This is an optimization exercise on Yosys and OpenROAD, whose aim is small area, not a production implementation.
Function was not checked in any run shown here: the RTL went through the layout flow alone.
Power figures rest on the tool's default switching activity, not on a simulated workload.

[design.v]
`timescale 1ns / 1ps
module SR_chain #(parameter PH = 0) (
    input  wire       clk,
    input  wire       clr,
    input  wire [9:0] code,
    output wire       inc
);
    function automatic reachable(input integer v);
        begin
            if (PH == 0) reachable = 1'b1;
            else reachable = (v <= 721) || v == 725 || v == 739 || v == 1004 ||
                             v == 1018 || v == 1022 || v == 1023;
        end
    endfunction
    wire [31:0] row = 32'd1 << code[9:5];
    wire [31:0] col = 32'd1 << code[4:0];
    wire [1023:0] t;
    genvar r, c;
    generate for (r = 0; r < 32; r = r + 1) begin : rw
        for (c = 0; c < 32; c = c + 1) begin : cl
            if (reachable(r*32+c)) begin : e
                reg s1, s2;
                wire hit = row[r] & col[c];
                always @(posedge clk) begin
                    s1 <= hit | (s1 & ~clr);
                    s2 <= (s2 | (hit & s1)) & ~clr;
                end
                assign t[r*32+c] = hit & s1 & ~s2;
            end else begin : n
                assign t[r*32+c] = 1'b0;
            end
        end
    end endgenerate
    assign inc = |t;
endmodule
`timescale 1ns / 1ps
module SR_chain_control (
    input  wire       clk,
    input  wire       reset,
    input  wire       start,
    output reg  [7:0] q,
    output reg        run,
    output reg        frame_end,
    output reg        done
);
    wire last = (q == 8'd249);
    always @(posedge clk) begin
        if (reset) begin
            q <= 8'd235;
            run <= 1'b0;
            frame_end <= 1'b0;
            done <= 1'b0;
        end else begin
            if (run | start) begin
                q <= last ? 8'd0 : q + 8'd1;
                if (last) run <= 1'b1;
            end
            frame_end <= run & last;
            done <= run & (q >= 8'd22) & (q <= 8'd29);
        end
    end
endmodule
`timescale 1ns / 1ps
module cordic_rtop (
    input  wire        i_clk,
    input  wire [13:0] i_xval,
    input  wire [13:0] i_yval,
    output wire [9:0]  o_mag,
    output wire [9:0]  o_phase
);
    localparam NST = 12;
    wire sx = i_xval[13], sy = i_yval[13];
    wire [14:0] ex = {sx, i_xval};
    wire [14:0] ey = {sy, i_yval};
    wire [14:0] x0, y0;
    wire [14:0] pa = ex ^ {15{sx}};
    wire [14:0] pb = ey ^ {15{sy}};
    wire [14:0] pc = ex ^ {15{~sy}};
    wire [14:0] pd = ey ^ {15{sx}};
    wire px1 = pa[0] ^ pb[0];
    wire px2 = pa[0] & pb[0];
    wire px3 = sx ^ sy;
    wire px4 = sx & sy;
    wire px5 = pa[1] ^ pb[1] ^ px2;
    wire px6 = (pa[1] & pb[1]) | (px2 & (pa[1] ^ pb[1]));
    wire px7 = pa[2] ^ pb[2];
    wire px8 = pa[2] & pb[2];
    wire px9 = pa[3] ^ pb[3];
    wire px10 = pa[3] & pb[3];
    wire px11 = pa[4] ^ pb[4];
    wire px12 = pa[4] & pb[4];
    wire px13 = pa[5] ^ pb[5];
    wire px14 = pa[5] & pb[5];
    wire px15 = pa[6] ^ pb[6];
    wire px16 = pa[6] & pb[6];
    wire px17 = pa[7] ^ pb[7];
    wire px18 = pa[7] & pb[7];
    wire px19 = pa[8] ^ pb[8];
    wire px20 = pa[8] & pb[8];
    wire px21 = pa[9] ^ pb[9];
    wire px22 = pa[9] & pb[9];
    wire px23 = pa[10] ^ pb[10];
    wire px24 = pa[10] & pb[10];
    wire px25 = pa[11] ^ pb[11];
    wire px26 = pa[11] & pb[11];
    wire px27 = pa[12] ^ pb[12];
    wire px28 = pa[12] & pb[12];
    wire px29 = pa[13] ^ pb[13];
    wire px30 = pa[13] & pb[13];
    wire px31 = pa[14] ^ pb[14];
    wire px32 = pa[14] & pb[14];
    wire px33 = px1 ^ px3;
    wire px34 = px1 & px3;
    wire px35 = px4 ^ px5 ^ px34;
    wire px36 = (px4 & px5) | (px34 & (px4 ^ px5));
    wire px37 = px6 ^ px7 ^ px36;
    wire px38 = (px6 & px7) | (px36 & (px6 ^ px7));
    wire px39 = px8 ^ px9 ^ px38;
    wire px40 = (px8 & px9) | (px38 & (px8 ^ px9));
    wire px41 = px10 ^ px11 ^ px40;
    wire px42 = (px10 & px11) | (px40 & (px10 ^ px11));
    wire px43 = px12 ^ px13 ^ px42;
    wire px44 = (px12 & px13) | (px42 & (px12 ^ px13));
    wire px45 = px14 ^ px15 ^ px44;
    wire px46 = (px14 & px15) | (px44 & (px14 ^ px15));
    wire px47 = px16 ^ px17 ^ px46;
    wire px48 = (px16 & px17) | (px46 & (px16 ^ px17));
    wire px49 = px18 ^ px19 ^ px48;
    wire px50 = (px18 & px19) | (px48 & (px18 ^ px19));
    wire px51 = px20 ^ px21 ^ px50;
    wire px52 = (px20 & px21) | (px50 & (px20 ^ px21));
    wire px53 = px22 ^ px23 ^ px52;
    wire px54 = (px22 & px23) | (px52 & (px22 ^ px23));
    wire px55 = px24 ^ px25 ^ px54;
    wire px56 = (px24 & px25) | (px54 & (px24 ^ px25));
    wire px57 = px26 ^ px27 ^ px56;
    wire px58 = (px26 & px27) | (px56 & (px26 ^ px27));
    wire px59 = px28 ^ px29 ^ px58;
    wire px60 = (px28 & px29) | (px58 & (px28 ^ px29));
    wire px61 = px30 ^ px31 ^ px60;
    wire px62 = (px30 & px31) | (px60 & (px30 ^ px31));
    assign x0 = {px61, px59, px57, px55, px53, px51, px49, px47, px45, px43, px41, px39, px37, px35, px33};
    wire py1 = pc[0] ^ pd[0];
    wire py2 = pc[0] & pd[0];
    wire py3 = ~sy ^ sx;
    wire py4 = ~sy & sx;
    wire py5 = pc[1] ^ pd[1] ^ py2;
    wire py6 = (pc[1] & pd[1]) | (py2 & (pc[1] ^ pd[1]));
    wire py7 = pc[2] ^ pd[2];
    wire py8 = pc[2] & pd[2];
    wire py9 = pc[3] ^ pd[3];
    wire py10 = pc[3] & pd[3];
    wire py11 = pc[4] ^ pd[4];
    wire py12 = pc[4] & pd[4];
    wire py13 = pc[5] ^ pd[5];
    wire py14 = pc[5] & pd[5];
    wire py15 = pc[6] ^ pd[6];
    wire py16 = pc[6] & pd[6];
    wire py17 = pc[7] ^ pd[7];
    wire py18 = pc[7] & pd[7];
    wire py19 = pc[8] ^ pd[8];
    wire py20 = pc[8] & pd[8];
    wire py21 = pc[9] ^ pd[9];
    wire py22 = pc[9] & pd[9];
    wire py23 = pc[10] ^ pd[10];
    wire py24 = pc[10] & pd[10];
    wire py25 = pc[11] ^ pd[11];
    wire py26 = pc[11] & pd[11];
    wire py27 = pc[12] ^ pd[12];
    wire py28 = pc[12] & pd[12];
    wire py29 = pc[13] ^ pd[13];
    wire py30 = pc[13] & pd[13];
    wire py31 = pc[14] ^ pd[14];
    wire py32 = pc[14] & pd[14];
    wire py33 = py1 ^ py3;
    wire py34 = py1 & py3;
    wire py35 = py4 ^ py5 ^ py34;
    wire py36 = (py4 & py5) | (py34 & (py4 ^ py5));
    wire py37 = py6 ^ py7 ^ py36;
    wire py38 = (py6 & py7) | (py36 & (py6 ^ py7));
    wire py39 = py8 ^ py9 ^ py38;
    wire py40 = (py8 & py9) | (py38 & (py8 ^ py9));
    wire py41 = py10 ^ py11 ^ py40;
    wire py42 = (py10 & py11) | (py40 & (py10 ^ py11));
    wire py43 = py12 ^ py13 ^ py42;
    wire py44 = (py12 & py13) | (py42 & (py12 ^ py13));
    wire py45 = py14 ^ py15 ^ py44;
    wire py46 = (py14 & py15) | (py44 & (py14 ^ py15));
    wire py47 = py16 ^ py17 ^ py46;
    wire py48 = (py16 & py17) | (py46 & (py16 ^ py17));
    wire py49 = py18 ^ py19 ^ py48;
    wire py50 = (py18 & py19) | (py48 & (py18 ^ py19));
    wire py51 = py20 ^ py21 ^ py50;
    wire py52 = (py20 & py21) | (py50 & (py20 ^ py21));
    wire py53 = py22 ^ py23 ^ py52;
    wire py54 = (py22 & py23) | (py52 & (py22 ^ py23));
    wire py55 = py24 ^ py25 ^ py54;
    wire py56 = (py24 & py25) | (py54 & (py24 ^ py25));
    wire py57 = py26 ^ py27 ^ py56;
    wire py58 = (py26 & py27) | (py56 & (py26 ^ py27));
    wire py59 = py28 ^ py29 ^ py58;
    wire py60 = (py28 & py29) | (py58 & (py28 ^ py29));
    wire py61 = py30 ^ py31 ^ py60;
    wire py62 = (py30 & py31) | (py60 & (py30 ^ py31));
    assign y0 = {py61, py59, py57, py55, py53, py51, py49, py47, py45, py43, py41, py39, py37, py35, py33};
    reg [14:0] xv [0:NST];
    reg [13:0] nv [0:NST-1];
    reg [NST+1:0] dq [0:NST];
    always @(posedge i_clk) begin
        xv[0] <= x0;
        nv[0] <= ~(y0[13:0] ^ {14{y0[14]}});
        dq[0] <= {sx, sy, y0[14], {(NST-1){1'b0}}};
    end
    genvar i, j;
    generate for (i = 0; i < NST; i = i + 1) begin : it
        localparam S = i + 1;
        wire [14:0] x = xv[i];
        wire [13:0] un = nv[i];
        wire neg = dq[i][NST-1-i];
        wire [14:0] ua = {{(S+1){1'b0}}, ~un[13:S]};
        wire [15:0] cx;
        wire [14:0] xn;
        assign cx[0] = neg;
        for (j = 0; j < 15; j = j + 1) begin : ax
            assign xn[j] = x[j] ^ ua[j] ^ cx[j];
            assign cx[j+1] = (x[j] & ua[j]) | (cx[j] & (x[j] ^ ua[j]));
        end
        always @(posedge i_clk) xv[i+1] <= xn;
        if (i < NST-1) begin : yy
            wire [14:0] ub = {1'b1, un};
            wire [14:0] xs = {{S{x[14]}}, x[14:S]};
            wire [15:0] cy;
            wire [14:0] d;
            assign cy[0] = 1'b0;
            for (j = 0; j < 15; j = j + 1) begin : ay
                assign d[j] = ub[j] ^ xs[j] ^ cy[j];
                assign cy[j+1] = (ub[j] & xs[j]) | (cy[j] & (ub[j] ^ xs[j]));
            end
            always @(posedge i_clk) begin
                nv[i+1] <= ~(d[13:0] ^ {14{d[14]}});
                dq[i+1] <= dq[i] | ({{(NST+1){1'b0}}, neg ^ ~d[14]} << (NST-2-i));
            end
        end else begin : yl
            always @(posedge i_clk) dq[i+1] <= dq[i];
        end
    end endgenerate
    cordic_mag mg(.x(xv[NST]), .o_mag(o_mag));
    cordic_phase pg(.f(dq[NST]), .o_phase(o_phase));
endmodule
module cordic_mag (
    input  wire [14:0] x,
    output wire [9:0]  o_mag
);
    wire mg1 = x[0] ^ x[2];
    wire mg2 = x[0] & x[2];
    wire mg3 = x[1] ^ x[3];
    wire mg4 = x[1] & x[3];
    wire mg5 = ~x[0] ^ ~x[3];
    wire mg6 = ~x[0] & ~x[3];
    wire mg7 = ~x[1] ^ ~x[4];
    wire mg8 = ~x[1] & ~x[4];
    wire mg9 = ~x[2] ^ ~x[5];
    wire mg10 = ~x[2] & ~x[5];
    wire mg11 = x[0] ^ ~x[3] ^ ~x[6];
    wire mg12 = (x[0] & ~x[3]) | (~x[6] & (x[0] ^ ~x[3]));
    wire mg13 = x[1] ^ ~x[4] ^ ~x[7];
    wire mg14 = (x[1] & ~x[4]) | (~x[7] & (x[1] ^ ~x[4]));
    wire mg15 = ~x[5] ^ ~x[8] ^ ~x[12];
    wire mg16 = (~x[5] & ~x[8]) | (~x[12] & (~x[5] ^ ~x[8]));
    wire mg17 = x[14] ^ 1'b1;
    wire mg18 = x[14] & 1'b1;
    wire mg19 = ~x[6] ^ ~x[9] ^ ~x[13];
    wire mg20 = (~x[6] & ~x[9]) | (~x[13] & (~x[6] ^ ~x[9]));
    wire mg21 = 1'b1 ^ mg2 ^ mg3;
    wire mg22 = (1'b1 & mg2) | (mg3 & (1'b1 ^ mg2));
    wire mg23 = x[2] ^ x[4] ^ ~x[7];
    wire mg24 = (x[2] & x[4]) | (~x[7] & (x[2] ^ x[4]));
    wire mg25 = ~x[10] ^ x[14] ^ mg4;
    wire mg26 = (~x[10] & x[14]) | (mg4 & (~x[10] ^ x[14]));
    wire mg27 = x[3] ^ x[5] ^ ~x[8];
    wire mg28 = (x[3] & x[5]) | (~x[8] & (x[3] ^ x[5]));
    wire mg29 = ~x[11] ^ 1'b1;
    wire mg30 = ~x[11] & 1'b1;
    wire mg31 = x[4] ^ x[6] ^ ~x[9];
    wire mg32 = (x[4] & x[6]) | (~x[9] & (x[4] ^ x[6]));
    wire mg33 = ~x[12] ^ 1'b1;
    wire mg34 = ~x[12] & 1'b1;
    wire mg35 = x[5] ^ x[7] ^ ~x[10];
    wire mg36 = (x[5] & x[7]) | (~x[10] & (x[5] ^ x[7]));
    wire mg37 = ~x[13] ^ 1'b1;
    wire mg38 = ~x[13] & 1'b1;
    wire mg39 = x[6] ^ x[8] ^ ~x[11];
    wire mg40 = (x[6] & x[8]) | (~x[11] & (x[6] ^ x[8]));
    wire mg41 = x[7] ^ x[9];
    wire mg42 = x[7] & x[9];
    wire mg43 = x[8] ^ x[10];
    wire mg44 = x[8] & x[10];
    wire mg45 = ~x[0] ^ ~x[4];
    wire mg46 = ~x[0] & ~x[4];
    wire mg47 = ~x[1] ^ ~x[5];
    wire mg48 = ~x[1] & ~x[5];
    wire mg49 = ~x[2] ^ ~x[6];
    wire mg50 = ~x[2] & ~x[6];
    wire mg51 = ~x[7] ^ ~x[9] ^ 1'b1;
    wire mg52 = (~x[7] & ~x[9]) | (1'b1 & (~x[7] ^ ~x[9]));
    wire mg53 = ~x[8] ^ ~x[10] ^ mg6;
    wire mg54 = (~x[8] & ~x[10]) | (mg6 & (~x[8] ^ ~x[10]));
    wire mg55 = ~x[9] ^ ~x[11] ^ mg8;
    wire mg56 = (~x[9] & ~x[11]) | (mg8 & (~x[9] ^ ~x[11]));
    wire mg57 = ~x[10] ^ ~x[12] ^ mg10;
    wire mg58 = (~x[10] & ~x[12]) | (mg10 & (~x[10] ^ ~x[12]));
    wire mg59 = ~x[11] ^ ~x[13] ^ mg12;
    wire mg60 = (~x[11] & ~x[13]) | (mg12 & (~x[11] ^ ~x[13]));
    wire mg61 = mg1 ^ mg14 ^ mg15;
    wire mg62 = (mg1 & mg14) | (mg15 & (mg1 ^ mg14));
    wire mg63 = mg16 ^ mg18 ^ mg19;
    wire mg64 = (mg16 & mg18) | (mg19 & (mg16 ^ mg18));
    wire mg65 = mg20 ^ mg22 ^ mg23;
    wire mg66 = (mg20 & mg22) | (mg23 & (mg20 ^ mg22));
    wire mg67 = mg24 ^ mg26 ^ mg27;
    wire mg68 = (mg24 & mg26) | (mg27 & (mg24 ^ mg26));
    wire mg69 = mg28 ^ mg30 ^ mg31;
    wire mg70 = (mg28 & mg30) | (mg31 & (mg28 ^ mg30));
    wire mg71 = mg32 ^ mg34 ^ mg35;
    wire mg72 = (mg32 & mg34) | (mg35 & (mg32 ^ mg34));
    wire mg73 = x[14] ^ mg36 ^ mg38;
    wire mg74 = (x[14] & mg36) | (mg38 & (x[14] ^ mg36));
    wire mg75 = ~x[12] ^ 1'b1 ^ mg40;
    wire mg76 = (~x[12] & 1'b1) | (mg40 & (~x[12] ^ 1'b1));
    wire mg77 = ~x[13] ^ 1'b1 ^ mg42;
    wire mg78 = (~x[13] & 1'b1) | (mg42 & (~x[13] ^ 1'b1));
    wire mg79 = x[9] ^ x[11] ^ x[14];
    wire mg80 = (x[9] & x[11]) | (x[14] & (x[9] ^ x[11]));
    wire mg81 = x[10] ^ x[12];
    wire mg82 = x[10] & x[12];
    wire mg83 = x[11] ^ x[13];
    wire mg84 = x[11] & x[13];
    wire mg85 = ~x[0] ^ ~x[2];
    wire mg86 = ~x[0] & ~x[2];
    wire mg87 = ~x[1] ^ ~x[3];
    wire mg88 = ~x[1] & ~x[3];
    wire mg89 = ~x[2] ^ ~x[4];
    wire mg90 = ~x[2] & ~x[4];
    wire mg91 = ~x[3] ^ ~x[5];
    wire mg92 = ~x[3] & ~x[5];
    wire mg93 = ~x[6] ^ 1'b1 ^ mg45;
    wire mg94 = (~x[6] & 1'b1) | (mg45 & (~x[6] ^ 1'b1));
    wire mg95 = ~x[7] ^ mg46 ^ mg47;
    wire mg96 = (~x[7] & mg46) | (mg47 & (~x[7] ^ mg46));
    wire mg97 = ~x[8] ^ mg48 ^ mg49;
    wire mg98 = (~x[8] & mg48) | (mg49 & (~x[8] ^ mg48));
    wire mg99 = mg5 ^ mg50 ^ mg51;
    wire mg100 = (mg5 & mg50) | (mg51 & (mg5 ^ mg50));
    wire mg101 = mg7 ^ mg52 ^ mg53;
    wire mg102 = (mg7 & mg52) | (mg53 & (mg7 ^ mg52));
    wire mg103 = mg9 ^ mg54 ^ mg55;
    wire mg104 = (mg9 & mg54) | (mg55 & (mg9 ^ mg54));
    wire mg105 = mg11 ^ mg56 ^ mg57;
    wire mg106 = (mg11 & mg56) | (mg57 & (mg11 ^ mg56));
    wire mg107 = mg13 ^ mg58 ^ mg59;
    wire mg108 = (mg13 & mg58) | (mg59 & (mg13 ^ mg58));
    wire mg109 = mg17 ^ mg60 ^ mg61;
    wire mg110 = (mg17 & mg60) | (mg61 & (mg17 ^ mg60));
    wire mg111 = mg21 ^ mg62 ^ mg63;
    wire mg112 = (mg21 & mg62) | (mg63 & (mg21 ^ mg62));
    wire mg113 = mg25 ^ mg64 ^ mg65;
    wire mg114 = (mg25 & mg64) | (mg65 & (mg25 ^ mg64));
    wire mg115 = mg29 ^ mg66 ^ mg67;
    wire mg116 = (mg29 & mg66) | (mg67 & (mg29 ^ mg66));
    wire mg117 = mg33 ^ mg68 ^ mg69;
    wire mg118 = (mg33 & mg68) | (mg69 & (mg33 ^ mg68));
    wire mg119 = mg37 ^ mg70 ^ mg71;
    wire mg120 = (mg37 & mg70) | (mg71 & (mg37 ^ mg70));
    wire mg121 = mg39 ^ mg72 ^ mg73;
    wire mg122 = (mg39 & mg72) | (mg73 & (mg39 ^ mg72));
    wire mg123 = mg41 ^ mg74 ^ mg75;
    wire mg124 = (mg41 & mg74) | (mg75 & (mg41 ^ mg74));
    wire mg125 = mg43 ^ mg76 ^ mg77;
    wire mg126 = (mg43 & mg76) | (mg77 & (mg43 ^ mg76));
    wire mg127 = mg44 ^ mg78 ^ mg79;
    wire mg128 = (mg44 & mg78) | (mg79 & (mg44 ^ mg78));
    wire mg129 = 1'b1 ^ mg80 ^ mg81;
    wire mg130 = (1'b1 & mg80) | (mg81 & (1'b1 ^ mg80));
    wire mg131 = 1'b1 ^ mg82 ^ mg83;
    wire mg132 = (1'b1 & mg82) | (mg83 & (1'b1 ^ mg82));
    wire mg133 = x[12] ^ ~x[14] ^ mg84;
    wire mg134 = (x[12] & ~x[14]) | (mg84 & (x[12] ^ ~x[14]));
    wire mg135 = ~x[0] & 1'b1;
    wire mg136 = ~x[1] & mg135;
    wire mg137 = (1'b1 & mg85) | (mg136 & (1'b1 | mg85));
    wire mg138 = (mg86 & mg87) | (mg137 & (mg86 | mg87));
    wire mg139 = (mg88 & mg89) | (mg138 & (mg88 | mg89));
    wire mg140 = (mg90 & mg91) | (mg139 & (mg90 | mg91));
    wire mg141 = (mg92 & mg93) | (mg140 & (mg92 | mg93));
    wire mg142 = (mg94 & mg95) | (mg141 & (mg94 | mg95));
    wire mg143 = (mg96 & mg97) | (mg142 & (mg96 | mg97));
    wire mg144 = (mg98 & mg99) | (mg143 & (mg98 | mg99));
    wire mg145 = (mg100 & mg101) | (mg144 & (mg100 | mg101));
    wire mg146 = (mg102 & mg103) | (mg145 & (mg102 | mg103));
    wire mg147 = (mg104 & mg105) | (mg146 & (mg104 | mg105));
    wire mg148 = (mg106 & mg107) | (mg147 & (mg106 | mg107));
    wire mg149 = (mg108 & mg109) | (mg148 & (mg108 | mg109));
    wire mg150 = (mg110 & mg111) | (mg149 & (mg110 | mg111));
    wire mg151 = (mg112 & mg113) | (mg150 & (mg112 | mg113));
    wire mg152 = mg114 ^ mg115 ^ mg151;
    wire mg153 = (mg114 & mg115) | (mg151 & (mg114 ^ mg115));
    wire mg154 = mg116 ^ mg117 ^ mg153;
    wire mg155 = (mg116 & mg117) | (mg153 & (mg116 ^ mg117));
    wire mg156 = mg118 ^ mg119 ^ mg155;
    wire mg157 = (mg118 & mg119) | (mg155 & (mg118 ^ mg119));
    wire mg158 = mg120 ^ mg121 ^ mg157;
    wire mg159 = (mg120 & mg121) | (mg157 & (mg120 ^ mg121));
    wire mg160 = mg122 ^ mg123 ^ mg159;
    wire mg161 = (mg122 & mg123) | (mg159 & (mg122 ^ mg123));
    wire mg162 = mg124 ^ mg125 ^ mg161;
    wire mg163 = (mg124 & mg125) | (mg161 & (mg124 ^ mg125));
    wire mg164 = mg126 ^ mg127 ^ mg163;
    wire mg165 = (mg126 & mg127) | (mg163 & (mg126 ^ mg127));
    wire mg166 = mg128 ^ mg129 ^ mg165;
    wire mg167 = (mg128 & mg129) | (mg165 & (mg128 ^ mg129));
    wire mg168 = mg130 ^ mg131 ^ mg167;
    wire mg169 = (mg130 & mg131) | (mg167 & (mg130 ^ mg131));
    wire mg170 = mg132 ^ mg133 ^ mg169;
    wire mg171 = (mg132 & mg133) | (mg169 & (mg132 ^ mg133));
    assign o_mag = {mg170, mg168, mg166, mg164, mg162, mg160, mg158, mg156, mg154, mg152};
endmodule
module cordic_phase (
    input  wire [13:0] f,
    output wire [9:0]  o_phase
);
    wire pg1 = ~f[10] ^ ~f[8];
    wire pg2 = ~f[10] & ~f[8];
    wire pg3 = ~f[8] ^ ~f[7];
    wire pg4 = ~f[8] & ~f[7];
    wire pg5 = ~f[11] ^ ~f[10] ^ ~f[4];
    wire pg6 = (~f[11] & ~f[10]) | (~f[4] & (~f[11] ^ ~f[10]));
    wire pg7 = ~f[11] ^ ~f[8] ^ ~f[5];
    wire pg8 = (~f[11] & ~f[8]) | (~f[5] & (~f[11] ^ ~f[8]));
    wire pg9 = ~f[6] ^ ~f[4] ^ ~f[1];
    wire pg10 = (~f[6] & ~f[4]) | (~f[1] & (~f[6] ^ ~f[4]));
    wire pg11 = ~f[0] ^ 1'b1;
    wire pg12 = ~f[0] & 1'b1;
    wire pg13 = ~f[5] ^ ~f[2] ^ ~f[1];
    wire pg14 = (~f[5] & ~f[2]) | (~f[1] & (~f[5] ^ ~f[2]));
    wire pg15 = ~f[0] ^ pg2 ^ pg3;
    wire pg16 = (~f[0] & pg2) | (pg3 & (~f[0] ^ pg2));
    wire pg17 = ~f[6] ^ ~f[3] ^ ~f[2];
    wire pg18 = (~f[6] & ~f[3]) | (~f[2] & (~f[6] ^ ~f[3]));
    wire pg19 = ~f[1] ^ pg4;
    wire pg20 = ~f[1] & pg4;
    wire pg21 = ~f[10] ^ ~f[7] ^ ~f[4];
    wire pg22 = (~f[10] & ~f[7]) | (~f[4] & (~f[10] ^ ~f[7]));
    wire pg23 = ~f[3] ^ ~f[2];
    wire pg24 = ~f[3] & ~f[2];
    wire pg25 = ~f[11] ^ ~f[8] ^ ~f[5];
    wire pg26 = (~f[11] & ~f[8]) | (~f[5] & (~f[11] ^ ~f[8]));
    wire pg27 = ~f[4] ^ ~f[3] ^ 1'b1;
    wire pg28 = (~f[4] & ~f[3]) | (1'b1 & (~f[4] ^ ~f[3]));
    wire pg29 = ~f[9] ^ ~f[6] ^ ~f[5];
    wire pg30 = (~f[9] & ~f[6]) | (~f[5] & (~f[9] ^ ~f[6]));
    wire pg31 = ~f[11] ^ ~f[10];
    wire pg32 = ~f[11] & ~f[10];
    wire pg33 = ~f[3] ^ ~f[2];
    wire pg34 = ~f[3] & ~f[2];
    wire pg35 = ~f[3] ^ ~f[0] ^ pg6;
    wire pg36 = (~f[3] & ~f[0]) | (pg6 & (~f[3] ^ ~f[0]));
    wire pg37 = pg1 ^ pg8 ^ pg9;
    wire pg38 = (pg1 & pg8) | (pg9 & (pg1 ^ pg8));
    wire pg39 = pg10 ^ pg12 ^ pg13;
    wire pg40 = (pg10 & pg12) | (pg13 & (pg10 ^ pg12));
    wire pg41 = pg14 ^ pg16 ^ pg17;
    wire pg42 = (pg14 & pg16) | (pg17 & (pg14 ^ pg16));
    wire pg43 = pg18 ^ pg20 ^ pg21;
    wire pg44 = (pg18 & pg20) | (pg21 & (pg18 ^ pg20));
    wire pg45 = pg22 ^ pg24 ^ pg25;
    wire pg46 = (pg22 & pg24) | (pg25 & (pg22 ^ pg24));
    wire pg47 = ~f[4] ^ pg26 ^ pg28;
    wire pg48 = (~f[4] & pg26) | (pg28 & (~f[4] ^ pg26));
    wire pg49 = ~f[7] ^ ~f[6] ^ ~f[5];
    wire pg50 = (~f[7] & ~f[6]) | (~f[5] & (~f[7] ^ ~f[6]));
    wire pg51 = ~f[11] ^ ~f[8] ^ ~f[7];
    wire pg52 = (~f[11] & ~f[8]) | (~f[7] & (~f[11] ^ ~f[8]));
    wire pg53 = ~f[9] ^ ~f[8] ^ ~f[7];
    wire pg54 = (~f[9] & ~f[8]) | (~f[7] & (~f[9] ^ ~f[8]));
    wire pg55 = ~f[9] ^ ~f[8] ^ ((~f[13] & ~f[12]) | (~f[13] & f[12]));
    wire pg56 = (~f[9] & ~f[8]) | (((~f[13] & ~f[12]) | (~f[13] & f[12])) & (~f[9] ^ ~f[8]));
    wire pg57 = ~f[10] ^ ~f[9] ^ ((f[13] & f[12]));
    wire pg58 = (~f[10] & ~f[9]) | (((f[13] & f[12])) & (~f[10] ^ ~f[9]));
    wire pg59 = ~f[11] ^ ~f[10];
    wire pg60 = ~f[11] & ~f[10];
    wire pg61 = ~f[1] ^ pg5;
    wire pg62 = ~f[1] & pg5;
    wire pg63 = pg7 ^ pg34 ^ pg35;
    wire pg64 = (pg7 & pg34) | (pg35 & (pg7 ^ pg34));
    wire pg65 = pg11 ^ pg36 ^ pg37;
    wire pg66 = (pg11 & pg36) | (pg37 & (pg11 ^ pg36));
    wire pg67 = pg15 ^ pg38 ^ pg39;
    wire pg68 = (pg15 & pg38) | (pg39 & (pg15 ^ pg38));
    wire pg69 = pg19 ^ pg40 ^ pg41;
    wire pg70 = (pg19 & pg40) | (pg41 & (pg19 ^ pg40));
    wire pg71 = pg23 ^ pg42 ^ pg43;
    wire pg72 = (pg23 & pg42) | (pg43 & (pg23 ^ pg42));
    wire pg73 = pg27 ^ pg44 ^ pg45;
    wire pg74 = (pg27 & pg44) | (pg45 & (pg27 ^ pg44));
    wire pg75 = pg29 ^ pg46 ^ pg47;
    wire pg76 = (pg29 & pg46) | (pg47 & (pg29 ^ pg46));
    wire pg77 = pg30 ^ pg48 ^ pg49;
    wire pg78 = (pg30 & pg48) | (pg49 & (pg30 ^ pg48));
    wire pg79 = ~f[6] ^ pg50 ^ pg51;
    wire pg80 = (~f[6] & pg50) | (pg51 & (~f[6] ^ pg50));
    wire pg81 = ((~f[13] & ~f[12]) | (f[13] & f[12])) ^ pg52 ^ pg53;
    wire pg82 = (((~f[13] & ~f[12]) | (f[13] & f[12])) & pg52) | (pg53 & (((~f[13] & ~f[12]) | (f[13] & f[12])) ^ pg52));
    wire pg83 = pg31 ^ pg54 ^ pg55;
    wire pg84 = (pg31 & pg54) | (pg55 & (pg31 ^ pg54));
    wire pg85 = pg32 ^ pg56 ^ pg57;
    wire pg86 = (pg32 & pg56) | (pg57 & (pg32 ^ pg56));
    wire pg87 = ((~f[13] & ~f[12]) | (f[13] & ~f[12])) ^ pg58 ^ pg59;
    wire pg88 = (((~f[13] & ~f[12]) | (f[13] & ~f[12])) & pg58) | (pg59 & (((~f[13] & ~f[12]) | (f[13] & ~f[12])) ^ pg58));
    wire pg89 = ~f[11] ^ ((~f[13] & ~f[12]) | (f[13] & f[12])) ^ pg60;
    wire pg90 = (~f[11] & ((~f[13] & ~f[12]) | (f[13] & f[12]))) | (pg60 & (~f[11] ^ ((~f[13] & ~f[12]) | (f[13] & f[12]))));
    wire pg91 = pg33 & pg61;
    wire pg92 = (pg62 & pg63) | (pg91 & (pg62 | pg63));
    wire pg93 = (pg64 & pg65) | (pg92 & (pg64 | pg65));
    wire pg94 = (pg66 & pg67) | (pg93 & (pg66 | pg67));
    wire pg95 = (pg68 & pg69) | (pg94 & (pg68 | pg69));
    wire pg96 = (pg70 & pg71) | (pg95 & (pg70 | pg71));
    wire pg97 = (pg72 & pg73) | (pg96 & (pg72 | pg73));
    wire pg98 = (pg74 & pg75) | (pg97 & (pg74 | pg75));
    wire pg99 = pg76 ^ pg77 ^ pg98;
    wire pg100 = (pg76 & pg77) | (pg98 & (pg76 ^ pg77));
    wire pg101 = pg78 ^ pg79 ^ pg100;
    wire pg102 = (pg78 & pg79) | (pg100 & (pg78 ^ pg79));
    wire pg103 = pg80 ^ pg81 ^ pg102;
    wire pg104 = (pg80 & pg81) | (pg102 & (pg80 ^ pg81));
    wire pg105 = pg82 ^ pg83 ^ pg104;
    wire pg106 = (pg82 & pg83) | (pg104 & (pg82 ^ pg83));
    wire pg107 = pg84 ^ pg85 ^ pg106;
    wire pg108 = (pg84 & pg85) | (pg106 & (pg84 ^ pg85));
    wire pg109 = pg86 ^ pg87 ^ pg108;
    wire pg110 = (pg86 & pg87) | (pg108 & (pg86 ^ pg87));
    wire pg111 = pg88 ^ pg89 ^ pg110;
    wire pg112 = (pg88 & pg89) | (pg110 & (pg88 ^ pg89));
    wire pg113 = ((~f[13] & ~f[12]) | (f[13] & ~f[12])) ^ pg90 ^ pg112;
    wire pg114 = (((~f[13] & ~f[12]) | (f[13] & ~f[12])) & pg90) | (pg112 & (((~f[13] & ~f[12]) | (f[13] & ~f[12])) ^ pg90));
    wire pg115 = ((~f[13] & ~f[12]) | (f[13] & f[12])) ^ pg114;
    wire pg116 = ((~f[13] & ~f[12]) | (f[13] & f[12])) & pg114;
    wire pg117 = ((~f[13] & ~f[12]) | (~f[13] & f[12])) ^ pg116;
    wire pg118 = ((~f[13] & ~f[12]) | (~f[13] & f[12])) & pg116;
    assign o_phase = {pg117, pg115, pg113, pg111, pg109, pg107, pg105, pg103, pg101, pg99};
endmodule
`timescale 1ns / 1ps
module DBSCAN_ARG (
    input  wire       clk,
    input  wire       clr,
    input  wire       inc,
    input  wire       load,
    output reg  [6:0] count,
    output wire [9:0] out
);
    reg [6:0] run_cnt, prev, out_r;
    always @(posedge clk) begin
        if (clr) begin
            run_cnt <= 7'd0;
            count <= run_cnt;
            prev <= count;
        end else begin
            run_cnt <= run_cnt + {6'd0, inc};
        end
        if (load) out_r <= prev;
    end
    assign out = {3'b000, out_r};
endmodule
`timescale 1ns / 1ps
module mlp_24bit_scalable (
    input  wire        clk,
    input  wire [7:0]  q,
    input  wire [6:0]  c0,
    input  wire [6:0]  c1,
    output wire [3:0]  classification_result,
    output wire [23:0] regression_result
);
    localparam W0 = 12, W1 = 11, W2 = 15;    
    wire hid  = (q >= 8'd31) & (q <= 8'd37);
    wire hid0 = (q == 8'd31);
    wire xfer = (q == 8'd38);
    reg [3:0] b;       
    reg [3:0] k;       
    wire bl = (b == 4'd13);
    always @(posedge clk) begin
        b <= (xfer | bl) ? 4'd0 : b + 4'd1;
        k <= xfer ? 4'd0 : k + {3'd0, bl};
    end
    wire have = (b == 4'd0) & (q >= 8'd53);     
    wire [2:0] cs = q[2:0] + 3'd1;
    wire cb0 = c0[cs];
    wire cb1 = c1[cs];
    reg [13:0] h0, h1, h2;
    localparam [38*16-1:0] VROM = 608'b11111100011101011111011110000010011100111111000111010111110111100000100111001111111011011011111001000100000111000011100001000001111110111101000000111101101100000110101111101000001111111100101110110010011101110010000100000001111111000110101000111010110100111111001110111111111010011111000111011111110100111111111110011010000110011011111001111000000000010100100000010100000001011010111010100101100000000000000000001101001101010111011100000001000111111101110011111111010101000001101100111101110101111111110110001000100000101110101100011111110110000010100000100110001001101100000001100111011111100011000001000000;
    wire [37:0] vk = VROM[k*38 +: 38];
    wire [W0-1:0] v0 = vk[11:0];
    wire [W1-1:0] v1 = vk[22:12];
    wire [W2-1:0] v2 = vk[37:23];
    reg [W0-1:0] d0; reg [W1-1:0] d1; reg [W2-1:0] d2;
    always @* begin
        if (hid) begin
            case ({cb1, cb0})
            2'b00: begin d0 = 0;   d1 = 0;   d2 = 0;   end
            2'b01: begin d0 = 50;  d1 = -10; d2 = -72; end
            2'b10: begin d0 = -22; d1 = 95;  d2 = 98;  end
            default: begin d0 = 28; d1 = 85; d2 = 26; end
            endcase
        end else begin
            d0 = h0[0] ? v0 : {W0{1'b0}};
            d1 = h1[0] ? v1 : {W1{1'b0}};
            d2 = h2[0] ? v2 : {W2{1'b0}};
        end
    end
    wire first = hid ? hid0 : (b == 4'd0);
    wire [W0-1:0] i0 = hid ? -12'sd1110 : 12'd0;
    wire [W1-1:0] i1 = hid ? -11'sd380 : 11'd0;
    wire [W2-1:0] i2 = hid ? 15'sd2010 : 15'd0;
    reg [W0-1:0] A0; reg [6:0] L0;
    reg [W1-1:0] A1; reg [6:0] L1;
    reg [W2-1:0] A2; reg [6:0] L2;
    wire [W0:0] s0; wire [W1:0] s1; wire [W2:0] s2;
    mlp_radd #(W0) ad0(.a(first ? i0 : A0), .b(d0), .s(s0));
    mlp_radd #(W1) ad1(.a(first ? i1 : A1), .b(d1), .s(s1));
    mlp_radd #(W2) ad2(.a(first ? i2 : A2), .b(d2), .s(s2));
    always @(posedge clk) begin
        A0 <= s0[W0:1]; L0 <= {s0[0], L0[6:1]};
        A1 <= s1[W1:1]; L1 <= {s1[0], L1[6:1]};
        A2 <= s2[W2:1]; L2 <= {s2[0], L2[6:1]};
    end
    wire [W0+6:0] f0 = {A0, L0};
    wire [W1+6:0] f1 = {A1, L1};
    wire [W2+6:0] f2 = {A2, L2};
    always @(posedge clk) begin
        h0 <= xfer ? (f0[W0+6] ? 14'd0 : f0[13:0]) : {h0[0], h0[13:1]};
        h1 <= xfer ? (f1[W1+6] ? 14'd0 : f1[13:0]) : {h1[0], h1[13:1]};
        h2 <= xfer ? (f2[W2+6] ? 14'd0 : f2[13:0]) : {h2[0], h2[13:1]};
    end
    localparam [16*16-1:0] OBROM = 256'b1110011110010110111101110011000111111111011110110000100010100101000001100011111100001110101010010000101101110110111111110110011011101110110100101111101010101111000001010011101100000011101001010000100000000010000100010111010011111011010010001110011110010110;
    wire [15:0] obk = OBROM[k*16 +: 16];
    wire [22:0] e0 = {{(23-W0-7){f0[W0+6]}}, f0};
    wire [22:0] e1 = {{(23-W1-7){f1[W1+6]}}, f1};
    wire [22:0] e2 = {{(23-W2-7){f2[W2+6]}}, f2};
    wire [22:0] e3 = {{7{obk[15]}}, obk};
    wire [22:0] p1 = e0 ^ e1 ^ e2;
    wire [22:0] g1 = {(e0[21:0] & e1[21:0]) | (e2[21:0] & (e0[21:0] ^ e1[21:0])), 1'b0};
    wire [22:0] p2 = p1 ^ g1 ^ e3;
    wire [22:0] g2 = {(p1[21:0] & g1[21:0]) | (e3[21:0] & (p1[21:0] ^ g1[21:0])), 1'b0};
    wire [23:0] ok;
    mlp_radd #(23) ads(.a(p2), .b(g2), .s(ok));
    reg [15:0] okr;
    reg        fits;
    reg        cmpv;      
    always @(posedge clk) begin
        okr <= ok[15:0];
        fits <= (ok[22:15] == 8'h00) | (ok[22:15] == 8'hff);
        cmpv <= have;
    end
    reg [15:0] maxv;
    reg [3:0] maxi;
    reg [15:0] reg0;
    wire [15:0] ma = {~maxv[15], maxv[14:0]};
    wire [15:0] ob = {okr[15], ~okr[14:0]};
    wire [16:0] cc;
    assign cc[0] = 1'b1;
    genvar j;
    generate for (j = 0; j < 16; j = j + 1) begin : cmp
        assign cc[j+1] = (ma[j] & ob[j]) | (cc[j] & (ma[j] | ob[j]));
    end endgenerate
    wire gt = fits & ~cc[16];
    always @(posedge clk) begin
        if (cmpv) begin
            if (k == 4'd1) begin
                maxv <= okr; maxi <= 4'd0; reg0 <= okr;
            end else if (gt) begin
                maxv <= okr; maxi <= k - 4'd1;
            end
        end
    end
    assign classification_result = maxi;
    assign regression_result = {{8{reg0[15]}}, reg0};
endmodule
module mlp_radd #(parameter W = 8) (
    input  wire [W-1:0] a,
    input  wire [W-1:0] b,
    output wire [W:0]   s
);
    wire [W:0] c;
    assign c[0] = 1'b0;
    genvar j;
    generate for (j = 0; j < W; j = j + 1) begin : fa
        assign s[j] = a[j] ^ b[j] ^ c[j];
        assign c[j+1] = (a[j] & b[j]) | (c[j] & (a[j] ^ b[j]));
    end endgenerate
    assign s[W] = a[W-1] ^ b[W-1] ^ c[W];
endmodule
`timescale 1ns / 1ps
module SR_full_top(input [13:0] ini,
                   input [13:0] inq,
                   input clk,
                   input reset,
                   input start,
                   output [9:0] out0,
                   output [9:0] out1,
                   output [3:0] classification_result,
                   output [23:0] regression_result,
                   output done,
                   output frame_end
    );
    wire [7:0] q;
    wire run;
    SR_chain_control ctl(.clk(clk), .reset(reset), .start(start), .q(q), .run(run),
                         .frame_end(frame_end), .done(done));
    wire [9:0] mag_c, arg_c;
    cordic_rtop cordic(.i_clk(clk), .i_xval(ini), .i_yval(inq), .o_mag(mag_c), .o_phase(arg_c));
    reg [9:0] mag, arg;
    always @(posedge clk) begin
        mag <= mag_c;
        arg <= arg_c;
    end
    wire clr = (q == 8'd248);
    wire inc_abs, inc_arg;
    SR_chain #(.PH(0)) hist_abs(.clk(clk), .clr(clr), .code(mag), .inc(inc_abs));
    SR_chain #(.PH(1)) hist_arg(.clk(clk), .clr(clr), .code(arg), .inc(inc_arg));
    wire [6:0] c_arg, c_abs;
    DBSCAN_ARG cnt_arg(.clk(clk), .clr(clr), .inc(inc_arg), .load(q == 8'd1), .count(c_arg), .out(out0));
    DBSCAN_ARG cnt_abs(.clk(clk), .clr(clr), .inc(inc_abs), .load(q == 8'd1), .count(c_abs), .out(out1));
    mlp_24bit_scalable mlp(.clk(clk), .q(q), .c0(c_arg), .c1(c_abs),
                           .classification_result(classification_result),
                           .regression_result(regression_result));
endmodule
[run.sh]
#!/bin/bash
# synth_recipe.tcl (not shown) runs the flow's synth.tcl, then flattens the netlist and writes it again
# the make line also repeats each setting of config.mk as NAME=value (left out here)
make -C /OpenROAD-flow-scripts/flow DESIGN_CONFIG=/design/flow/config.mk WORK_HOME=/design/flow/orfs CLKGATE_MAP_FILE= SYNTH_SCRIPT=/design/flow/synth_recipe.tcl finish
[config.mk]
export PLATFORM = sky130hd
export DESIGN_NAME = SR_full_top
export DESIGN_NICKNAME = SR_full_top
export VERILOG_FILES = /design/flow/design.v
export SDC_FILE = /design/flow/constraint.sdc
export NUM_CORES = 8
export LEC_CHECK = 0
export CAP_MARGIN = 20
export CORE_MARGIN = 2
export CORE_UTILIZATION = 40
export CTS_BUF_LIST = sky130_fd_sc_hd__clkbuf_8
export CTS_CLUSTER_DIAMETER = 100
export CTS_CLUSTER_SIZE = 12
export PLACE_DENSITY = 0.5
export SLEW_MARGIN = 20
[constraint.sdc]
create_clock -name core_clock -period 10.0 [get_ports {clk}]
set_input_delay 2.0000 -clock core_clock [delete_from_list [all_inputs] [get_ports {clk}]]
set_output_delay 2.0000 -clock core_clock [all_outputs]
set_load 0.01 [all_outputs]
==> results.json, run 1 <==
{
  "avgSynthCellArea_um2": 9.849,
  "place_inst": 20341,
  "fillers": 37484,
  "p_leak_nw": 75.19,
  "required_ns": 11.00,
  "hold-path-cell-count": 0,
  "yosysMostFrequentCell": "dfxtp_1",
  "ys_types": 72,
  "grt_setup_unrepaired": "false",
  "drv_slew": 0,
  "cts_buffers": 390,
  "die-height_um": 630.3,
  "status": "complete, no violations",
  "power_density_nw_per_um2": 297.1,
  "min_period_ns": 8.989,
  "track_usage": 0.2217,
  "reg2reg_slack_ns": 1.01,
  "setup_tns_ns": 0,
  "yosysWarningCount": 13,
  "port_buffers": 74,
  "irDropWorstVdd_mv": 0.2515,
  "yosysSeqAreaShare": 0.5435,
  "grt_pass1_wl_um": 671900,
  "relSlewSlack": 0.2249,
  "worstSetupPathType": "reg2reg",
  "die_x_um": 630.3,
  "setup_viol": 0,
  "drive_above_1_share": 0.05534,
  "wirelength_um": 452600,
  "gr-total-overflow": 0,
  "cp_max_fo": 9,
  "ctsResizeCount": 0,
  "cp_slowest_cell": "fa_1",
  "grt_start_max_net_pins": 188,
  "hold_path_end": "cordic.dq[7][11]$_DFF_P_",
  "dr.pass1.iters": 5,
  "clkTransAtPathRegs_ns": 0.08,
  "synth_edf_count": 78,
  "slowest_delay_ns": 0.45,
  "synthToLayoutAreaGrowth_pct": 7.878,
  "maxCapViolCount": 0,
  "synth_top_area_cell": "dfxtp_1",
  "r2r_end": "mlp.fits$_DFF_P_",
  "cts_tree": "done",
  "io_pins": 81,
  "fp.coreArea_um2": 389700,
  "vias_per_cell": 5.302,
  "cts_root_buf": "clkbuf_8",
  "vias": 110189,
  "r2r.worst_path.cells": 34,
  "start_util": 0.4026,
  "ys_seq_elements": 4221,
  "routedWlPerCell_um": 21.78,
  "hold_start": "cordic.dq[6][11]$_DFF_P_",
  "fin_crit_sh": 0.8989,
  "fp-row-count": 229,
  "ys_async_sr_fraction": 0,
  "synthCells": 15930,
  "holdCritPathClass": "reg2reg",
  "worstMarginPinSlew_ns": 1.160,
  "yosys-top-cells-count": "dfxtp_1 (4,143), inv_1 (2,276), nand3_1 (1,794), a21oi_1 (1,784), a22o_1 (1,746)",
  "grt_pass1_vias": 104634,
  "crit_path_end_kind": "flip-flop",
  "drc": 0,
  "die_area_um2": 397300,
  "nets": 16219,
  "final_util": 0.4344,
  "clk_latency_ns": 1.15,
  "postRouteAntennaNets": 0,
  "antenna_found_initial": 12,
  "startpoint_type": "flip-flop",
  "synth_area_leaders": "dfxtp_1 (53%), a22o_1 (9.7%), nand3_1 (5.7%), fa_1 (5.7%), a21oi_1 (5.7%)",
  "cts_setup_buffers": 0,
  "synth_top_area_frac": 0.5286,
  "r2r-start": "mlp.k[1]$_SDFF_PP0_",
  "cts.sinks": 4221,
  "dominantRegCellSynth": "dfxtp_1",
  "crit_arrival_ns": 9.98,
  "fmax_mhz": 111.2,
  "synthesis.area_um2": 156900,
  "crit_top_cell": "fa_1",
  "cts_buffer_depth": 4,
  "hpwl_um": 274900,
  "gp_congestion": 0.8276,
  "finalNonFillerCells": 20783,
  "fin_skew_ns": 0.09924,
  "cts_hold_buf": 0,
  "htree_levels": 5,
  "drt_iter0_drc": 7868,
  "timing.final.hold_violations": 0,
  "power_mw": 50.28
}
worst max-delay path by stage:
stage / startpoint / endpoint / cells after the start / slack, ns
after floorplan: inq[13] / cordic.nv[0][10]$_DFF_P_ / 22 / 0.44
after global placement: ini[13] / cordic.nv[0][13]$_DFF_P_ / 21 / 0.83
after detailed placement: ini[13] / cordic.nv[0][1]$_DFF_P_ / 21 / 0.80
after CTS: mlp.k[1]$_SDFF_PP0_ / mlp.fits$_DFF_P_ / 34 / 0.97
after global routing: mlp.k[1]$_SDFF_PP0_ / mlp.fits$_DFF_P_ / 34 / 0.50
final: mlp.k[1]$_SDFF_PP0_ / mlp.fits$_DFF_P_ / 34 / 1.01
cell families after synthesis:
logic type | count (synthesis) | synth area share
AOI/OAI and AO/OA | 4598 | 0.1973
DFF | 4221 | 0.5435
buffers and inverters | 3426 | 0.08290
and+or+nand+nor | 2742 | 0.08624
adders and majority gates | 663 | 0.07413
xor gates and xnor gates | 264 | 0.01474
muxes | 15 | 0.001148
other | 1 | 0.00002390
cells in the final DEF, fill, tap and decap left out, types with 9 or more instances in the layout:
cell,count
nand2_1,108
nor2_4,113
o21ai_0,82
xor2_1,97
a22o_1,1746
fa_1,448
clkinvlp_4,9
dfxtp_1,4141
o22ai_1,880
nor2b_1,16
ha_1,204
a21o_1,14
nand2b_1,59
xnor2_1,167
or2_2,12
buf_4,224
nor2_1,370
nor3_1,21
o21a_1,22
diode_2,10
nand3_1,1793
a21oi_1,1784
and2_1,27
buf_12,60
mux2i_1,9
o31ai_1,17
nor4_1,87
edfxtp_1,78
clkdlybuf4s50_1,74
nand4_1,70
nand3b_1,11
a31oi_1,15
maj3_1,11
clkbuf_8,397
inv_1,2290
layer usage:
layer	track usage	vias to the layer above	wire (µm)
met2	0.3658	2288	208000
met3	0.02770	647	20650
met4	0.06594	6	14580
li1	-	53733	-
met5	0	-	41
met1	0.3035	53515	209300
sequential cells by signal, indices dropped and copies added (netlist names), 11 cells and up:
signal / cells
hist_arg.rw.cl.e.s2: 728
cordic.xv: 195
cordic.dq: 116
hist_abs.rw.cl.e.s2: 1024
mlp.A0: 12
mlp.maxv: 16
hist_abs.rw.cl.e.s1: 1024
mlp.h2: 14
mlp.okr: 16
hist_arg.rw.cl.e.s1: 728
mlp.h1: 14
mlp.A2: 15
mlp.h0: 14
mlp.reg0: 16
cordic.nv: 156
mlp.A1: 11
layout make-up:
class / count / area [µm²] / share of cell area
flip-flops and latches: 4221 / 85280 / 0.5039
multi-input cells: 8288 / 59510 / 0.3516
well taps: 5197 / 6502 / 0.03842
diodes: 10 / 25.02 / 0.0001478
clock inverters: 35 / 296.5 / 0.001752
repair buffers: 358 / 3623 / 0.02141
clock buffers: 397 / 5464 / 0.03228
inverters: 2277 / 8554 / 0.05054
metrics by stage:
| step | hold slack, ns | cell area [µm²] | setup WS [ns] |
|---|---|---|---|
| final | 0.3206 | 169300 | 1.011 |
| after global routing | 0.3176 | 169200 | 0.5013 |
| after CTS | 0.3263 | 169200 | 0.9696 |
| after detailed placement | 0.3121 | 163500 | 0.7981 |
| after global placement | 0.3099 | 163500 | 0.8279 |
| after floorplan | 0.3096 | 156900 | 0.4388 |
worst max-delay path, delay by kind of cell, from the launching register on:
kind	cells	cell delay, ns
buffers and inverters	4	0.41
adders and majority gates	23	6.72
xor gates and xnor gates	3	0.42
DFF	1	0.32
AOI/OAI and AO/OA	3	0.64
and+or+nand+nor	1	0.42
report_power, final:
group	internal, mW	switching, mW	total (mW)
combinational	7.19	8.61	15.8
sequential	22.3	2.86	25.2
clock	3.60	5.72	9.32
total	33.1	17.2	50.3
==> run 2: changes to the inputs <==
--- a/design.v
+++ b/design.v
@@ -581,21 +581,23 @@
 );
     localparam W0 = 12, W1 = 11, W2 = 15;    
-    wire hid  = (q >= 8'd31) & (q <= 8'd37);
+    wire hid  = (q >= 8'd31) & (q <= 8'd44);    
+    wire hidc = (q >= 8'd31) & (q <= 8'd37);    
     wire hid0 = (q == 8'd31);
-    wire xfer = (q == 8'd38);
+    wire hidl = (q == 8'd44);
     reg [3:0] b;       
-    reg [3:0] k;       
+    reg [4:0] k;       
     wire bl = (b == 4'd13);
     always @(posedge clk) begin
-        b <= (xfer | bl) ? 4'd0 : b + 4'd1;
-        k <= xfer ? 4'd0 : k + {3'd0, bl};
+        b <= (hidl | bl) ? 4'd0 : b + 4'd1;
+        k <= hidl ? 5'd0 : k + {4'd0, bl};
     end
-    wire have = (b == 4'd0) & (q >= 8'd53);     
+    wire have = (b == 4'd0) & (k != 5'd0) & (k <= 5'd15);
     wire [2:0] cs = q[2:0] + 3'd1;
-    wire cb0 = c0[cs];
-    wire cb1 = c1[cs];
-    reg [13:0] h0, h1, h2;
+    wire cb0 = c0[cs] & hidc;
+    wire cb1 = c1[cs] & hidc;
+    reg [13:0] h0, h1, h2;      
+    reg        z0, z1, z2;      
     localparam [38*16-1:0] VROM = 608'b11111100011101011111011110000010011100111111000111010111110111100000100111001111111011011011111001000100000111000011100001000001111110111101000000111101101100000110101111101000001111111100101110110010011101110010000100000001111111000110101000111010110100111111001110111111111010011111000111011111110100111111111110011010000110011011111001111000000000010100100000010100000001011010111010100101100000000000000000001101001101010111011100000001000111111101110011111111010101000001101100111101110101111111110110001000100000101110101100011111110110000010100000100110001001101100000001100111011111100011000001000000;
-    wire [37:0] vk = VROM[k*38 +: 38];
+    wire [37:0] vk = VROM[k[3:0]*38 +: 38];
     wire [W0-1:0] v0 = vk[11:0];
     wire [W1-1:0] v1 = vk[22:12];
@@ -611,7 +613,7 @@
             endcase
         end else begin
-            d0 = h0[0] ? v0 : {W0{1'b0}};
-            d1 = h1[0] ? v1 : {W1{1'b0}};
-            d2 = h2[0] ? v2 : {W2{1'b0}};
+            d0 = (h0[0] & ~z0) ? v0 : {W0{1'b0}};
+            d1 = (h1[0] & ~z1) ? v1 : {W1{1'b0}};
+            d2 = (h2[0] & ~z2) ? v2 : {W2{1'b0}};
         end
     end
@@ -631,15 +633,16 @@
         A1 <= s1[W1:1]; L1 <= {s1[0], L1[6:1]};
         A2 <= s2[W2:1]; L2 <= {s2[0], L2[6:1]};
+        h0 <= hid ? {s0[0], h0[13:1]} : {h0[0], h0[13:1]};
+        h1 <= hid ? {s1[0], h1[13:1]} : {h1[0], h1[13:1]};
+        h2 <= hid ? {s2[0], h2[13:1]} : {h2[0], h2[13:1]};
+        if (hidl) begin
+            z0 <= s0[W0]; z1 <= s1[W1]; z2 <= s2[W2];
+        end
     end
     wire [W0+6:0] f0 = {A0, L0};
     wire [W1+6:0] f1 = {A1, L1};
     wire [W2+6:0] f2 = {A2, L2};
-    always @(posedge clk) begin
-        h0 <= xfer ? (f0[W0+6] ? 14'd0 : f0[13:0]) : {h0[0], h0[13:1]};
-        h1 <= xfer ? (f1[W1+6] ? 14'd0 : f1[13:0]) : {h1[0], h1[13:1]};
-        h2 <= xfer ? (f2[W2+6] ? 14'd0 : f2[13:0]) : {h2[0], h2[13:1]};
-    end
     localparam [16*16-1:0] OBROM = 256'b1110011110010110111101110011000111111111011110110000100010100101000001100011111100001110101010010000101101110110111111110110011011101110110100101111101010101111000001010011101100000011101001010000100000000010000100010111010011111011010010001110011110010110;
-    wire [15:0] obk = OBROM[k*16 +: 16];
+    wire [15:0] obk = OBROM[k[3:0]*16 +: 16];
     wire [22:0] e0 = {{(23-W0-7){f0[W0+6]}}, f0};
     wire [22:0] e1 = {{(23-W1-7){f1[W1+6]}}, f1};
@@ -674,8 +677,8 @@
     always @(posedge clk) begin
         if (cmpv) begin
-            if (k == 4'd1) begin
+            if (k == 5'd1) begin
                 maxv <= okr; maxi <= 4'd0; reg0 <= okr;
             end else if (gt) begin
-                maxv <= okr; maxi <= k - 4'd1;
+                maxv <= okr; maxi <= k[3:0] - 4'd1;
             end
         end
--- a/config.mk
+++ b/config.mk
@@ -11,5 +11,5 @@
 export CTS_BUF_LIST = sky130_fd_sc_hd__clkbuf_8
 export CTS_CLUSTER_DIAMETER = 100
-export CTS_CLUSTER_SIZE = 12
+export CTS_CLUSTER_SIZE = 15
 export PLACE_DENSITY = 0.5
 export SLEW_MARGIN = 20
==> results.json, run 2 <==
{
  "status": "complete, no violations",
  "hold_path_end": "mlp.h2[9]$_DFF_P_",
  "cp_max_fo": 6,
  "drv_slew": 0,
  "fmax_mhz": 112.6,
  "gr-total-overflow": 0,
  "die_x_um": 629.4,
  "relSlewSlack": 0.2681,
  "grt_pass1_wl_um": 668800,
  "cts_buffer_depth": 4,
  "r2r-start": "mlp.k[0]$_SDFF_PP0_",
  "fin_area_um2": 167700,
  "reg2reg_slack_ns": 1.12,
  "cts_root_buf": "clkbuf_8",
  "grt_setup_unrepaired": "false",
  "io_pins": 81,
  "wirelength_um": 443200,
  "yosysWarningCount": 13,
  "grt_pass1_vias": 104552,
  "synthesis.area_um2": 156500,
  "setup_viol": 0,
  "ctsResizeCount": 0,
  "clkTransAtPathRegs_ns": 0.10,
  "cp_slowest_cell": "fa_1",
  "worstSetupPathType": "reg2reg",
  "nets": 16096,
  "synth_area_leaders": "dfxtp_1 (53%), a22o_1 (9.8%), nand3_1 (5.8%), a21oi_1 (5.8%), fa_1 (5.7%)",
  "slowest_delay_ns": 0.48,
  "clk_latency_ns": 1.12,
  "port_buffers": 74,
  "power_mw": 49.88,
  "track_usage": 0.2182,
  "die_area_um2": 396200,
  "dominantRegCellSynth": "dfxtp_1",
  "vias": 109112,
  "dr.pass1.iters": 5,
  "fin_crit_sh": 0.8885,
  "final_util": 0.4306,
  "antenna_found_initial": 11,
  "crit_top_cell": "fa_1",
  "r2r.worst_path.cells": 34,
  "worstMarginPinSlew_ns": 1.088,
  "final_common_cell": "dfxtp_1",
  "hpwl_um": 270400,
  "irDropWorstVdd_mv": 0.2381,
  "min_period_ns": 8.885,
  "routedWlPerCell_um": 21.45,
  "vias_per_cell": 5.281,
  "yosysSeqAreaShare": 0.5457,
  "fp-row-count": 229,
  "fp.coreArea_um2": 389400,
  "htree_levels": 5,
  "ys_async_sr_fraction": 0,
  "start_util": 0.4018,
  "startpoint_type": "flip-flop",
  "cts_setup_buffers": 0,
  "synthToLayoutAreaGrowth_pct": 7.146,
  "crit_path_end_kind": "flip-flop",
  "gp_congestion": 0.7956,
  "hold-path-cell-count": 0,
  "required_ns": 10.99,
  "fin_hold_ws_ns": 0.2938,
  "drive_above_1_share": 0.05186,
  "cts.sinks": 4225,
  "grt_start_max_net_pins": 179,
  "ys_types": 67,
  "die-height_um": 629.4,
  "p_leak_nw": 74.71,
  "drt_iter0_drc": 7703,
  "avgSynthCellArea_um2": 9.869,
  "synthCells": 15855,
  "hold_start": "mlp.h2[10]$_DFF_P_",
  "yosysMostFrequentCell": "dfxtp_1",
  "ys_seq_elements": 4225,
  "drc": 0,
  "postPlaceCellArea_um2": 162800,
  "cts_tree": "done",
  "postRouteAntennaNets": 0,
  "timing.final.hold_violations": 0,
  "setup_tns_ns": 0,
  "cts_hold_buf": 0,
  "layout_common_cells": "dfxtp_1 (4,142), inv_1 (2,301), nand3_1 (1,804)",
  "holdCritPathClass": "reg2reg",
  "crit_arrival_ns": 9.87,
  "r2r_end": "mlp.fits$_DFF_P_",
  "fin_skew_ns": 0.09282,
  "synth_top_area_cell": "dfxtp_1",
  "maxCapViolCount": 0,
  "yosys-top-cells-count": "dfxtp_1 (4,144), inv_1 (2,288), nand3_1 (1,804), a21oi_1 (1,798), a22o_1 (1,752)",
  "power_density_nw_per_um2": 297.5,
  "synth_edf_count": 81,
  "synth_top_area_frac": 0.5302,
  "cts_buffers": 322,
  "largest_registers": "hist_abs.rw.cl.e.s1: 1024 flops, hist_abs.rw.cl.e.s2: 1024 flops"
}
-- run 2: layout make-up --
| type | count | area, µm² |
|---|---|---|
| Fill cell | 37401 | 221700 |
| Sequential cell | 4225 | 85390 |
| Multi-Input combinational cell | 8209 | 58960 |
| Inverter | 2289 | 8600 |
| Tap cell | 5197 | 6502 |
| Clock buffer | 331 | 4556 |
| Timing Repair Buffer | 370 | 3313 |
| Clock inverter | 40 | 320.3 |
| Antenna cell | 2 | 5.005 |
-- run 2: through the flow --
stage / setup slack, ns / cells
5_1_grt: 0.6016 / 20662
4_1_cts: 1.049 / 20661
2_1_floorplan: 0.4386 / 15860
6_report: 1.116 / 20663
3_5_place_dp: 0.7014 / 20290
3_3_place_gp: 0.7031 / 20289
-- run 2: cell families (layout without fill, tap and decap cells) --
group                    after synthesis  after routing  synth area share
buffers and inverters               3426           3030           0.08317
adder cells (fa/ha/maj)              656            656           0.07382
XOR/XNOR                             266            266           0.01489
multiplexers                           8              8         0.0006956
other                                  1              8        0.00002397
AND/OR/NAND/NOR                     2704           2704           0.08491
AO/OA/AOI/OAI                       4569           4569            0.1968
flip-flops                          4225           4225            0.5457
-- run 2: worst max-delay path, delay by kind of cell, from the launching register on --
kind | cells | cell delay, ns
flops | 1 | 0.33
simple gates | 4 | 0.51
fa+ha+maj | 23 | 7.02
buf+inv | 4 | 0.30
compound gates | 3 | 0.67
-- run 2: worst max path at each step --
stage,end,from,cells after the start
2_1_floorplan,cordic.nv[0][10]$_DFF_P_,inq[13],22
3_3_place_gp,cordic.nv[0][13]$_DFF_P_,ini[13],21
3_5_place_dp,cordic.nv[0][1]$_DFF_P_,ini[13],21
4_1_cts,mlp.fits$_DFF_P_,mlp.k[0]$_SDFF_PP0_,34
5_1_grt,mlp.fits$_DFF_P_,mlp.k[0]$_SDFF_PP0_,34
6_report,mlp.fits$_DFF_P_,mlp.k[0]$_SDFF_PP0_,34
-- run 2: where the power goes --
| part | switching [mW] | internal, mW | total, mW |
|---|---|---|---|
| Clock | 5.58 | 3.05 | 8.62 |
| Combinational | 8.86 | 7.21 | 16.1 |
| Sequential | 2.85 | 22.3 | 25.2 |
| Total | 17.3 | 32.6 | 49.9 |
-- run 2: metal layers --
layer	up-vias	track usage	share of wire
met5	-	0	0.000061
met4	4	0.04315	0.019
met3	476	0.01862	0.038
met2	1969	0.3654	0.46
met1	53273	0.3077	0.48
li1	53390	-	-

-- re-timing with driven ports --
The results above use ideal ports. As a check the final layouts listed here were re-extracted and re-timed, cells and wires unchanged.
Step 1 sets driving cells, clkbuf_16 on the clock port and buf_2 on the other inputs (assumed; they add their load-dependent delay and slew).
Step 2, shift: input delay + t, output delay - t, t = (earliest + latest rising clock arrival at the registers) / 2. This alone moves slack from input paths to output paths.
a / b / c = ideal / step 1 / step 2; a / b = the first two.
| run | t, ns | slack for setup (ns) | worst slew at a driven data input, ns | pins driven straight from the clock port |
|---|---|---|---|---|
| run 1 | 1.204 | 1.011 / 1.011 / 0.833 | 0.09 | 1 |
| run 2 | 1.163 | 1.116 / 1.116 / 0.713 | 0.07 | 1 |
After both steps every run listed still meets setup and hold. The setup slack of run 2, which loses most, moves by 0.000 ns with the drivers and by -0.403 ns with both steps.
